What follows belongs to an exercise in optimizing a design on an open flow for small area, a short achievable clock period and few clock cycles; a production flow would make more cautious choices.
Function was checked by simulation only, so behaviour that the tests miss may differ from the original.
The clock input has no modelled driver; a real chip could not lean on it and would need a root buffer or a full tree.
Power and IR drop assume default switching activity.

## JK
Design axi_data_width_converter_top, start of the top module:
module axi_data_width_converter_top #(
	parameter		SLAVE_DATA_WIDTH	= 256,
	parameter		MASTER_DATA_WIDTH	= 32,
	parameter byte	TID_WIDTH			= 1, 
	parameter byte	TDEST_WIDTH			= 1,
	parameter byte	TUSER_WIDTH			= 1,
	parameter bit	TID_EN				= 0,
	parameter bit	TDEST_EN			= 0,
	parameter bit	TUSER_EN			= 0
)(
	input logic aclk,
	input logic areset_n,
	output	logic								s_axis_tready,
	input	logic								s_axis_tvalid,
	input	logic [SLAVE_DATA_WIDTH - 1:0]		s_axis_tdata,
	input	logic [SLAVE_DATA_WIDTH / 8 - 1:0]	s_axis_tkeep,
	input	logic								s_axis_tlast,
	input	logic [TID_WIDTH - 1:0]				s_axis_tid,
	input	logic [TDEST_WIDTH - 1:0]			s_axis_tdest,
	input	logic [TUSER_WIDTH - 1:0]			s_axis_tuser,
	input	logic								m_axis_tready,
	output	logic								m_axis_tvalid,
	output	logic [MASTER_DATA_WIDTH - 1:0]		m_axis_tdata,
	output	logic [MASTER_DATA_WIDTH / 8 - 1:0]	m_axis_tkeep,
	output	logic								m_axis_tlast,
	output	logic [TID_WIDTH - 1:0]				m_axis_tid,
	output	logic [TDEST_WIDTH - 1:0]			m_axis_tdest,
	output	logic [TUSER_WIDTH - 1:0]			m_axis_tuser
);
axi_data_width_downsizer #(
		.DATA_WIDTH_FROM(SLAVE_DATA_WIDTH),
		.DATA_WIDTH_TO(MASTER_DATA_WIDTH),
		.TID_WIDTH(TID_WIDTH),
		.TDEST_WIDTH(TDEST_WIDTH),
		.TUSER_WIDTH(TUSER_WIDTH),
		.TID_EN(TID_EN),
		.TDEST_EN(TDEST_EN),
		.TUSER_EN(TUSER_EN)
	) downsizer(
		.aclk(aclk),
		.areset_n(areset_n),
		.s_axis_tid(s_axis_tid),
		.s_axis_tdest(s_axis_tdest),
		.s_axis_tuser(s_axis_tuser),
		.m_axis_tid(m_axis_tid),
		.m_axis_tdest(m_axis_tdest),
		.m_axis_tuser(m_axis_tuser),
		.s_axis_tready(s_axis_tready),
		.s_axis_tvalid(s_axis_tvalid),
		.s_axis_tkeep(s_axis_tkeep),
		.s_axis_tdata(s_axis_tdata),
		.s_axis_tlast(s_axis_tlast),
		.m_axis_tready(m_axis_tready),
		.m_axis_tvalid(m_axis_tvalid),
		.m_axis_tdata(m_axis_tdata),
		.m_axis_tkeep(m_axis_tkeep),
  ...
For scale: ~1000 cells after synthesis, roughly 340 I/O pins.
Settings: LEC_CHECK=0, CAP_MARGIN=20, CORE_MARGIN=2, CORE_UTILIZATION=60, CTS_CLUSTER_DIAMETER=150, CTS_CLUSTER_SIZE=20, GPL_ROUTABILITY_DRIVEN=0, SETUP_SLACK_MARGIN=2.4, SLEW_MARGIN=20; clock period 4.0 ns.
standard.sh (not shown) runs the stock make flow with config.mk's settings and CLKGATE_MAP_FILE= SYNTH_SCRIPT=/design/flow/synth_recipe.tcl, a recipe that flattens the netlist after the stock synthesis.
==> flow/flow/run.sh <==
#!/bin/bash
# Standard layout, with the port buffers made from the smallest plain buffer
# and the top of the clock tree rebuilt after CTS (flow/post_cts.tcl).
set -euo pipefail
export BUFFER_PORTS_ARGS="-buffer_cell sky130_fd_sc_hd__buf_1"
export POST_CTS_TCL="$PWD/flow/post_cts.tcl"
bash standard.sh > standard.log 2>&1
Other scripts of this flow, unchanged in this note and not shown: flow/flow/post_cts.tcl
Testbench counts of JK, summed over its fixed seeds: cycles 18,458.
Relative to JK, the following input files were edited for MS:
Settings: CTS_CLUSTER_SIZE now 25, was 20; GPL_ROUTABILITY_DRIVEN no longer set, was 0.
Results
MS: flow completed, timing, DRC and antenna clean. MS vs JK, type of the worst setup path: in2reg vs reg2out. Changes observed in MS relative to JK: clock network power share fell 1.7 points, worst IR drop on VDD -5.5%. Aggregate global-route resource usage essentially unchanged between JK and MS. Between JK and MS, the worst hold slack does not differ in any meaningful way. Number of antenna-violating nets in the routed design: MS vs JK identical. In the flow results for JK and MS, the logic gate share of total power is smaller on JK. Comparing sum of internal, switching and leakage power for JK and MS, the smaller number came from MS. [compare] base=JK new=MS: sequential cell area share has increased, cell area after layout has decreased, area growth from synthesis to layout has decreased.
What AL does differently from MS at the input level:
Settings: changing CTS_CLUSTER_SIZE from 25 to 20; changing CORE_UTILIZATION from 60 to 65.
==> notes.md <==
- NOTE design area MS->AL increased slightly
- Looking at routing usage on met2 across MS and AL, the one that comes out lower is MS.
- Against MS, area of the die in AL fell by a little under 10%.
- In AL relative to MS, sum of internal, switching and leakage power had gone up by a few percent.
- Looking at MS and AL, the multi-input combinational cell count is a wash.
- AL against MS: largest net degree at the start of global routing now larger, layout overhead on the synthesized area now larger, post-route clock period utilization was more or less identical, share of power burned in the clock network up 1.6 points, portion of total power attributed to combinational logic moved down.
- Diff MS..AL | share of layout cells above drive strength 1 | negligible
[inputs] TR vs AL
Settings: swapping 20 for 25 in CTS_CLUSTER_SIZE; swapping 65 for 60 in CORE_UTILIZATION; putting GPL_TIMING_DRIVEN at 0 where nothing was set.
--- outcome ---
TR against AL: design area up 210 um^2; initial detailed-routing violation count higher; post-layout minimum cycle time has increased.
TR vs AL, total routing usage reported by global routing went up by 3.4 points.
Compared with AL, TR shows a higher clock skew.
Input changes introduced in PW (baseline for comparison: TR):
Settings: GPL_TIMING_DRIVEN no longer set, was 0; CTS_CLUSTER_SIZE now 20, was 25.
[summary]
PW has completed all stages; timing, DRC and antenna checks passed.
Setup slack of the critical path after layout improves in PW relative to TR.
PW vs. TR: via count of the first global-routing pass went down 8.6%; time the worst path needs with I/O delays and setup now sits lower; post-CTS clock slew at the launch and capture registers of the worst setup and hold paths fell by 0.02 ns; count of buffers inserted at the top-level ports flat; power dissipated in combinational cells now sits lower.
A first element of the critical path of downsizer.s_ready_q$_SDFF_PN1_ is what PW shows, while downsizer.o_data[15]$_DFF_P_ belongs to TR.

static timing again, ports no longer ideal:
The results above use ideal ports. As a check the final layouts listed here were re-extracted and re-timed, cells and wires unchanged. Step 1 sets driving cells, clkbuf_16 on the clock port and buf_2 on the other inputs (assumed; they add their load-dependent delay and slew). Step 2 adds t to the input delays and takes it off the output delays; t is the mean of the earliest and latest rising clock arrival at the registers after step 1. Input paths then give back, and output paths get back, about the clock's delay inside the block. a / b / c = ideal / step 1 / step 2; a / b = the first two.
run	t, ns	setup slack, ns	hold slack, ns	worst setup path after step 2	worst slew at a driven data input, ns
JK	0.404	2.392 / 2.298 / 2.061	0.474 / 0.474 / 0.474	input to register	0.09
MS	0.397	2.408 / 2.313 / 2.062	0.476 / 0.476 / 0.476	input to register	0.10
AL	0.406	2.407 / 2.317 / 2.061	0.474 / 0.474 / 0.474	input to register	0.08
TR	0.406	2.367 / 2.267 / 2.097	0.475 / 0.475 / 0.475	input to register	0.09
PW	0.404	2.392 / 2.298 / 2.061	0.474 / 0.474 / 0.474	input to register	0.09
After both steps every run listed still meets setup and hold.
